From an optimization exercise on the open Yosys and OpenROAD flow, aimed at small area, a short achievable clock period and few clock cycles per item; shortcuts taken in it are not production practice. Function was checked by simulation only, so behaviour that the tests miss may differ from the original.

`flow/run.sh`:
```
#!/bin/bash
# synth_recipe.tcl (not shown) runs the flow's synth.tcl, then flattens the netlist and writes it again
# the make line also repeats each setting of config.mk as NAME=value (left out here)
make -C /OpenROAD-flow-scripts/flow DESIGN_CONFIG=/design/flow/config.mk WORK_HOME=/design/flow/orfs CLKGATE_MAP_FILE= SYNTH_SCRIPT=/design/flow/synth_recipe.tcl finish
```
`flow/constraint.sdc`:
```
create_clock -name core_clock -period 22.0 [get_ports {clk}]
set_input_delay 4.4000 -clock core_clock [delete_from_list [all_inputs] [get_ports {clk}]]
set_output_delay 4.4000 -clock core_clock [all_outputs]
set_load 0.01 [all_outputs]
```
`flow/config.mk`:
```
export PLATFORM = sky130hd
export DESIGN_NAME = geofence
export DESIGN_NICKNAME = geofence
export VERILOG_FILES = /design/flow/design.v
export SDC_FILE = /design/flow/constraint.sdc
export NUM_CORES = 4
export LEC_CHECK = 0
export CAP_MARGIN = 20
export CORE_MARGIN = 2
export CORE_UTILIZATION = 40
export SLEW_MARGIN = 20
```
`flow/design.v`:
```
module geofence_sqrt #(parameter WIDTH = 24) (a, root);
input  [WIDTH-1:0]       a;
output [(WIDTH+1)/2-1:0] root;
localparam RW = (WIDTH+1)/2;
reg [RW-1:0]  q;
reg [RW+3:0]  rem;
reg [RW+3:0]  trial;
reg [2*RW-1:0] x;
integer k;
always @(*) begin
    q = {RW{1'b0}};
    rem = {(RW+4){1'b0}};
    x = {{(2*RW-WIDTH){1'b0}}, a};
    for (k = RW-1; k >= 0; k = k - 1) begin
        rem = {rem[RW+1:0], x[2*RW-1:2*RW-2]};
        x = {x[2*RW-3:0], 2'b00};
        trial = {2'b00, q, 2'b01};
        if (rem >= trial) begin
            rem = rem - trial;
            q = {q[RW-2:0], 1'b1};
        end
        else begin
            q = {q[RW-2:0], 1'b0};
        end
    end
end
assign root = q;
endmodule
module geofence ( clk,reset,X,Y,R,valid,is_inside);
input clk;
input reset;
input [9:0] X;
input [9:0] Y;
input [10:0] R;
output valid;
output is_inside;
parameter read = 4'd0;
parameter get_vec = 4'd1;
parameter cal_out = 4'd2;
parameter reorder = 4'd3; 
parameter cal_diff = 4'd4;
parameter tri_sixarea = 4'd5;
parameter geofence_area = 4'd6;
parameter finish = 4'd7;
parameter cal_square = 4'd8;
parameter cal_radi = 4'd9;
parameter cal_s = 4'd10;
parameter compare = 4'd11;
parameter geo_mul = 4'd12;
parameter waiting = 4'd13;
parameter geo_point = 4'd14;
reg [3:0] state, next_state;
reg [9:0] xtmp[5:0];
reg [9:0] ytmp[5:0];
reg [10:0] rtmp[5:0];
reg [2:0] i,read_cnt5;
reg signed [10:0] vecx[4:0];
reg signed [10:0] vecy[4:0];
reg [2:0] outcnt [4:0];
reg s_done;
wire read_done, cal_done;
wire tri_done,geomul_done;
reg pass_wait, geo_done;
always @(posedge clk, posedge reset) begin
    if (reset) state <= read;
    else state <= next_state;
end
always @(*) begin
    case (state)
        read: begin
            if (read_done) next_state = get_vec;
            else next_state = read;
        end
        get_vec: next_state = cal_out;
        cal_out: begin
            if (cal_done) next_state = reorder;
            else next_state = cal_out;
        end
        reorder : next_state = cal_diff;
        cal_diff: next_state = cal_square;   
        cal_square: next_state = cal_radi;   
        cal_radi:begin                       
            if (s_done) next_state = tri_sixarea;
            else next_state = cal_s;
        end 
        cal_s: next_state = cal_square;      
        tri_sixarea:begin                    
            if (tri_done) next_state = waiting;
            else next_state = cal_diff;
        end
        waiting: next_state = geo_point;     
        geo_point: next_state = geo_mul;     
        geo_mul:begin                        
            next_state = geofence_area;
        end
        geofence_area :begin                 
            if (geo_done) next_state = compare;
            else next_state = geo_point;
        end
        compare: next_state = finish;        
        finish: next_state = read;           
        default: next_state = read;
    endcase
end
reg [11:0] p1,p2,p3,p4;
wire [23:0] x_squar, y_squar;
reg [23:0] sqrsum,sqrsum1;
wire [9:0] next_vecx,next_vecy,pos_x,pos_y;
wire [10:0] next_r,pos_r;
reg signed [23:0] tri_area, total;  
reg [2:0] tri_cnt;
wire [11:0] root1,root0;
wire [11:0] s;
reg [11:0] edge_reg;
always @(posedge clk, posedge reset) begin
    if (reset) tri_cnt <= 3'd0;
    else if (state == tri_sixarea | state == geofence_area) begin
        if (tri_cnt == 3'd5) tri_cnt <= 3'd0;
        else tri_cnt <= tri_cnt + 3'd1;
    end
    else if (state == waiting | state == finish) tri_cnt <= 3'd0;
end
assign next_vecx = (tri_cnt==3'd5)? xtmp[0] : xtmp[tri_cnt+1];
assign next_vecy = (tri_cnt==3'd5)? ytmp[0] : ytmp[tri_cnt+1];
assign next_r = (tri_cnt==3'd5)? rtmp[0] : rtmp[tri_cnt+1];
assign pos_x = xtmp[tri_cnt];
assign pos_y = ytmp[tri_cnt];
assign pos_r = rtmp[tri_cnt];
always @(posedge clk, posedge reset) begin
    if(reset) begin
        p1 <= 12'd0;
        p2 <= 12'd0;
        p3 <= 12'd0;
        p4 <= 12'd0;
    end
    else begin
        case (state)
        cal_diff:begin
            p1 <= (pos_x > next_vecx)? pos_x - next_vecx: next_vecx - pos_x;
            p2 <= (pos_x > next_vecx)? pos_x - next_vecx: next_vecx - pos_x;
            p3 <= (pos_y > next_vecy)? pos_y - next_vecy: next_vecy - pos_y;
            p4 <= (pos_y > next_vecy)? pos_y - next_vecy: next_vecy - pos_y;
        end
        cal_s:begin
            p1 <= s;
            p2 <= (s > pos_r)?s - pos_r : pos_r -s ;
            p3 <= (s > next_r)?s - next_r : next_r -s;
            p4 <= (s > edge_reg)?s - edge_reg : edge_reg - s;
        end
        geo_point:begin
            p1 <= pos_x;         
            p2 <= next_vecy;     
            p3 <= pos_y;         
            p4 <= next_vecx;     
        end
        endcase
    end
end
assign x_squar = p1 * p2;
assign y_squar = p3 * p4;
always @(posedge clk, posedge reset) begin
    if(reset) begin
        sqrsum <= 24'd0;
        sqrsum1 <= 24'd0;
    end
    else if (state== cal_square)begin
       if (s_done)begin
           sqrsum <= x_squar;
           sqrsum1 <= y_squar;
       end
       else begin
           sqrsum <= x_squar + y_squar; 
           sqrsum1 <= 24'd0;
       end
    end
    else if (state == geo_mul) begin
         sqrsum <= x_squar;
        sqrsum1 <= y_squar;
    end
end
wire signed [23:0]part_total;
assign part_total = sqrsum - sqrsum1;
geofence_sqrt #(24) U1(.a(sqrsum), .root(root0));
geofence_sqrt #(24) U2(.a(sqrsum1), .root(root1));
reg [11:0] edge_reg2;
always @(posedge clk, posedge reset) begin
    if (reset) begin
        edge_reg <= 12'd0;
        edge_reg2 <= 12'd0;
    end
    else if (state == cal_radi) begin
        edge_reg <= root0;
        edge_reg2 <= root1;
    end
end
always @(posedge clk, posedge reset) begin
    if (reset) s_done <= 0;
    else if (state == cal_s) s_done <= 1;
    else if (state == tri_sixarea) s_done <= 0; 
end
wire [12:0] s_mul2;
assign s_mul2 = (edge_reg + pos_r + next_r);
assign s = s_mul2 >> 1;
wire [23:0] product_tri;
assign product_tri = edge_reg * edge_reg2;
always @(posedge clk, posedge reset) begin
    if (reset) tri_area <= 24'd0;
    else if (state == tri_sixarea) tri_area <= tri_area + product_tri;
    else if (state == finish) tri_area <= 24'd0;
end
assign tri_done = (tri_cnt == 3'd5);
always @(posedge clk, posedge reset) begin
    if (reset) total <= 24'd0;
    else if (state == geofence_area) total <= total + part_total;
    else if (state == finish) total <= 24'd0;
end
always @(posedge clk, posedge reset) begin
    if (reset) geo_done <= 0;
    else if (state == geo_mul && tri_cnt == 3'd5)geo_done <= 1;
    else if (state == finish) geo_done <= 0;
end
wire compare_flag;
reg c_reg;
wire signed [23:0] total_geo;
assign total_geo = total >> 1;
assign compare_flag = (tri_area > total_geo);
always @(posedge clk, posedge reset) begin
    if (reset) c_reg <= 0;
    else if (state == compare) c_reg <= compare_flag;
    else if (state == read) c_reg <= 0;
end
assign is_inside = ~c_reg;
assign valid = (state == finish);
always @(posedge clk, posedge reset) begin
    if (reset)begin
        for (i=0;i<3'd6;i=i+1)begin
        xtmp[i] <= 10'd0;
        ytmp[i] <= 10'd0;
        rtmp[i] <= 11'd0;
        end
    end
    else if (state == read)begin
        xtmp[read_cnt5] <= X;
        ytmp[read_cnt5] <= Y;
        rtmp[read_cnt5] <= R;
    end
    else if (state == reorder) begin
        xtmp[outcnt[0]+3'd1] <= xtmp[1];
        xtmp[outcnt[1]+3'd1] <= xtmp[2];
        xtmp[outcnt[2]+3'd1] <= xtmp[3];
        xtmp[outcnt[3]+3'd1] <= xtmp[4];
        xtmp[outcnt[4]+3'd1] <= xtmp[5];
        ytmp[outcnt[0]+3'd1] <= ytmp[1];
        ytmp[outcnt[1]+3'd1] <= ytmp[2];
        ytmp[outcnt[2]+3'd1] <= ytmp[3];
        ytmp[outcnt[3]+3'd1] <= ytmp[4];
        ytmp[outcnt[4]+3'd1] <= ytmp[5];
        rtmp[outcnt[0]+3'd1] <= rtmp[1];
        rtmp[outcnt[1]+3'd1] <= rtmp[2];
        rtmp[outcnt[2]+3'd1] <= rtmp[3];
        rtmp[outcnt[3]+3'd1] <= rtmp[4];
        rtmp[outcnt[4]+3'd1] <= rtmp[5];
    end
end
assign read_done = (read_cnt5==3'd5);
always @(posedge clk, posedge reset) begin
    if (reset) read_cnt5 <= 3'd0;
    else if (state == read) read_cnt5 <= read_cnt5 + 3'd1;
    else read_cnt5 <= 3'd0; 
end
wire [9:0]ori_x,ori_y;
wire signed [21:0] outres1,outres2,fin_res;
assign ori_x = xtmp[0];
assign ori_y = ytmp[0];
reg [2:0] vid1,vid2;
always @(posedge clk, posedge reset) begin
    if (reset)begin
        for(i=0;i<5;i=i+1)begin
            vecx[i] <= 10'd0;
            vecy[i] <= 10'd0;
        end      
    end
    else if (state == get_vec)begin
        for(i=0;i<5;i=i+1)begin
           vecx[i] <= xtmp[i+1] - ori_x;
           vecy[i] <= ytmp[i+1] - ori_y;
        end
    end
end
always @(posedge clk, posedge reset) begin
    if (reset)begin
        vid1 <= 3'd0;
        vid2 <= 3'd0;
    end
    else if (state == cal_out) begin
        if (vid2==3'd4)begin
            vid2 <= 3'd0;
            if (vid1==3'd4)vid1 <= 3'd0;
            else vid1 <= vid1 + 3'd1;
        end
        else vid2 <= vid2 + 3'd1;
    end
    else if (state == reorder)begin
        vid1 <= 3'd0;
        vid2 <= 3'd0;
    end
end
assign cal_done = (vid1==3'd4 && vid2==3'd4);
wire signed [10:0] p1_x,p1_y,p2_x,p2_y;
assign p1_x = vecx[vid1];  
assign p1_y = vecy[vid1];  
assign p2_x = vecx[vid2];  
assign p2_y = vecy[vid2];  
assign outres1 = p1_x*p2_y; 
assign outres2 = p1_y*p2_x;
assign fin_res = outres1 - outres2;
always @(posedge clk, posedge reset)begin
    if(reset) begin
        for (i=0;i<5;i=i+1)
            outcnt[i] <= 3'd0; 
    end
    else if (state == cal_out)begin
        if (fin_res < 0) outcnt[vid1] <= outcnt[vid1] + 3'd1;
    end
    else if (state == finish) begin
        for (i=0;i<5;i=i+1)
            outcnt[i] <= 3'd0; 
    end
end
endmodule
```
==> metrics.md <==
| Metric | Value |
|---|---|
| Syn Std Cell Area | `77600 sq um` |
| Max Transition Viols Final | `0` |
| First-pass GRT wire length | `410000 microns` |
| Peak Freq | `0.0482 GHz` |
| Max-Cap Viols | `0` |
| Clock slew at reported path FFs | `around 0.060 ns` |
| CTS H-tree depth | `3` |
| Unique masters post-synth | `between 100 and 150` |
| Fin util | `0.434` |
| Clock Skew | `0.0600 ns` |
| Area leader, netlist | `fa_1` |
| Number of routed nets with antenna violations | `0` |
| DRC | `0` |
| CP Capture Type | `register` |
| Die height | `444 microns` |
| Post-Syn Area per Cell | `8.10 sq um` |
| Hold Startpoint | `vecy[0][5]$_DFFE_PP0P_` |
| Die width | `approximately 440 microns` |
| Biggest register | `rtmp` |
| Total Wirelength | `264000 microns` |
| Tightest Pin Transition | `1.26 ns` |
| Total clock sinks | `498` |
| CTS buffer count | `70` |
| Register area share after synthesis | `0.161` |
| DR WL/cell | `around 22 microns` |
| RR Startpoint | `sqrsum1[20]$_DFFE_PP0P_` |
| Largest net degree at the start of global routing | `218` |
| Starting Density | `0.403` |
| Final number of hold-violating endpoints | `0` |
| GRT overflow | `0` |
| Final setup fails | `0` |
| Ys Warns | `8` |
| Status | `no timing/DRC/antenna violations` |
| CTS Root Cell | `clkbuf_16` |
| Antenna violations before repair | `3` |
| Post-synth top cells | `nand2_1, inv_1, nor2_1` |
| Share of layout cells above drive strength 1 | `0.0687` |
| Final period utilization | `0.943` |
| Number of synthesized flops with an enable pin | `0` |
| Worst Hold Class | `reg2reg` |
| Yosys reg bits | `498` |
| Detailed Route Iter0 Violations | `around 6500` |
| Crit Reg-Reg Endpoint | `edge_reg2[0]$_DFFE_PP0N_` |
| WHS Path Cells | `2` |
| Fin crit period | `20.76 ns` |
| Slowest stage cell, crit path | `or4b_4` |
| CP most frequent cell | `nor2_1` |
| Worst hold endpoint | `vecy[0][5]$_DFFE_PP0P_` |
| Vias in the first global route | `68700` |
| Dominant synthesized flop cell | `dfrtp_1` |
| Arrival time at the worst endpoint | `21.31 ns` |
| Post-CTS Hold Fix Bufs | `0` |
| Synth top area share | `0.166` |
| Final nets | `10700` |
| DP Wirelength | `195000 microns` |
| Fillers | `19100` |
| Largest stage delay on the critical path | `0.59 ns` |
| Area added between synthesis and finish | `7.70%` |
| Design area | `roughly 84000 sq um` |
| Clock Tree Buf Depth | `3` |
| Drt pass-1 iters | `6` |
| Relative slew slack | `0.158` |
| Ys async rst share | `1.00` |
| Clk latency of the worst-skew pair | `0.72 ns` |
| Die area | `197000 sq um` |
| Cell Count, Final, Fillers Out | `11900` |
| Max FO, Critical Path | `13` |
| Placed instance count | `~12000` |
| Flip-flop count of the largest register after layout | `66` |
| WP data required | `around 23 ns` |
| Area of placed instances | `a little over 80000 sq um` |
| CTS tree | `built` |
| R2r setup slk | `1.24 ns` |
| Buffers on Ports | `34` |
| Startpoint types | `register` |
| Vias per cell | `5.88` |
| GRT Resource Usage Total | `0.263` |
| Core area | `193000 sq um` |
| GP Congestion | `about 0.94` |
| Largest registers | `rtmp: 66 flops, xtmp: 60 flops, ytmp: 60 flops` |
| # IOs | `35` |
| Via count | `69900` |
| Top-count cell post-synth | `nand2_1` |
| Critical Setup Path Class | `reg2reg` |
| Worst r2r path cells | `113` |
| Rows | `161` |
| Mapped Cells | `9577` |
| Top cells by area, synth | `fa_1, dfrtp_1, ha_1` |
==> cells by family (layout without fill, tap and decap cells) <==
family                     after synthesis  count (layout)  synth area share
muxes                                  336             336            0.0447
buffers and inverters                 1672            1452            0.0829
other                                    1               3         0.0000483
xor gates and xnor gates               400             400            0.0453
and+or+nand+nor                       2717            2719             0.160
AOI/OAI and AO/OA                     2562            2562             0.220
adders and majority gates             1391            1391             0.286
DFF                                    498             498             0.161
==> worst max path at each step <==
stage                                  startpoint                       end  slack [ns]
final                     sqrsum1[20]$_DFFE_PP0P_  edge_reg2[0]$_DFFE_PP0N_        1.24
after detailed placement  sqrsum1[20]$_DFFE_PP0P_  edge_reg2[0]$_DFFE_PP0N_       -0.12
after CTS                 sqrsum1[20]$_DFFE_PP0P_  edge_reg2[0]$_DFFE_PP0N_        0.09
after floorplan           sqrsum1[20]$_DFFE_PP0P_  edge_reg2[0]$_DFFE_PP0N_        0.02
after global routing      sqrsum1[20]$_DFFE_PP0P_  edge_reg2[0]$_DFFE_PP0N_       -0.14
after global placement    sqrsum1[20]$_DFFE_PP0P_  edge_reg2[0]$_DFFE_PP0N_        0.38
==> cells in the final DEF (no fill, tap or decap), drive strengths merged, types with 34 or more instances in the layout <==
cell / n
o22ai: 35
a211oi: 301
nand2: 1050
a21o: 203
inv: 1048
and2: 175
fa: 642
xnor2: 313
mux2i: 262
nand2b: 99
o21bai: 103
mux2: 74
nand4: 47
a22oi: 122
a221oi: 81
nor2: 822
nor2b: 145
a31oi: 62
nand3: 83
a22o: 58
o31ai: 200
o21ai: 436
and3: 34
nor3: 111
dfrtp: 498
buf: 247
xor2: 87
clkbuf: 92
ha: 749
clkdlybuf4s50: 34
a21oi: 650
o21a: 55
==> worst max-delay path: cells and delay by family (launching register included) <==
family / cells / cell delay (ns)
AND/OR/NAND/NOR: 45 / 6.23
flip-flops: 1 / 0.47
XOR/XNOR: 3 / 0.79
buffers and inverters: 17 / 2.39
multiplexers: 2 / 0.64
adder cells (fa/ha/maj): 11 / 3.59
AO/OA/AOI/OAI: 35 / 6.46
==> what timing repair did <==
action                                  in CTS  in global routing
endpoints found under the setup margin       1                  4
pin swaps                                    1                 23
resized for setup                            2                 76
buffers inserted                             1                 25
gates cloned                                 0                  2
==> metrics by stage <==
step	hold WS [ns]	setup slack [ns]	TNS (ns)
after CTS	0.496	0.0909	0
final	0.496	1.24	0
after detailed placement	0.488	-0.117	-0.117
after global placement	0.480	0.375	0
after global routing	0.517	-0.136	-0.263
after floorplan	0.460	0.0224	0
==> layout make-up <==
type                       instances  area (sq um)  area share
clock buffer                      91          1960      0.0235
sequential                       498         12500       0.149
inverter                        1042          3940      0.0471
multi-input combinational       7410         59200       0.709
antenna                            1          2.50   0.0000300
tap                             2526          3160      0.0378
timing repair buffer             282          2240      0.0268
clock inverter                    37           569     0.00681
==> per-layer routing <==
layer  vias to the layer above  part of all wire  GRT usage  routed length, microns
met5                         -          0.000049          0                      13
met4                         2             0.043      0.106                   11300
met3                       524             0.076     0.0381                   20100
met2                      2772              0.42      0.394                  111000
met1                     34300              0.46      0.379                  121000
li1                      32200                 -          -                       -
Testbench counts, summed over its fixed seeds: cycles 230,392, objects 2,400.

==> separate check: timing with driven ports <==
In the flow no input, the clock included, has a driving cell. The finished layout below was timed again as built, in two steps.
Step 1: set_driving_cell puts a clkbuf_16 on clk and a buf_2 on each other input, an assumption about the parent block.
Step 2, shift: input delay + t, output delay - t, t = (earliest + latest rising clock arrival at the registers) / 2. This alone moves slack from input paths to output paths.
Slacks: no drivers / after step 1 / after step 2; pairs: no drivers / after step 1.
t (ns): 0.768
setup WS [ns]: 1.243 / 1.243 / 1.243
clock arrival spread, ns: 0.064 / 0.064
worst register clock-pin slew, ns: 0.08 / 0.08
worst slew at a driven data input, ns: 0.06
After both steps this run still meets setup and hold. For this run, drivers alone change the setup slack by 0.000 ns; drivers and shift together by 0.000 ns.
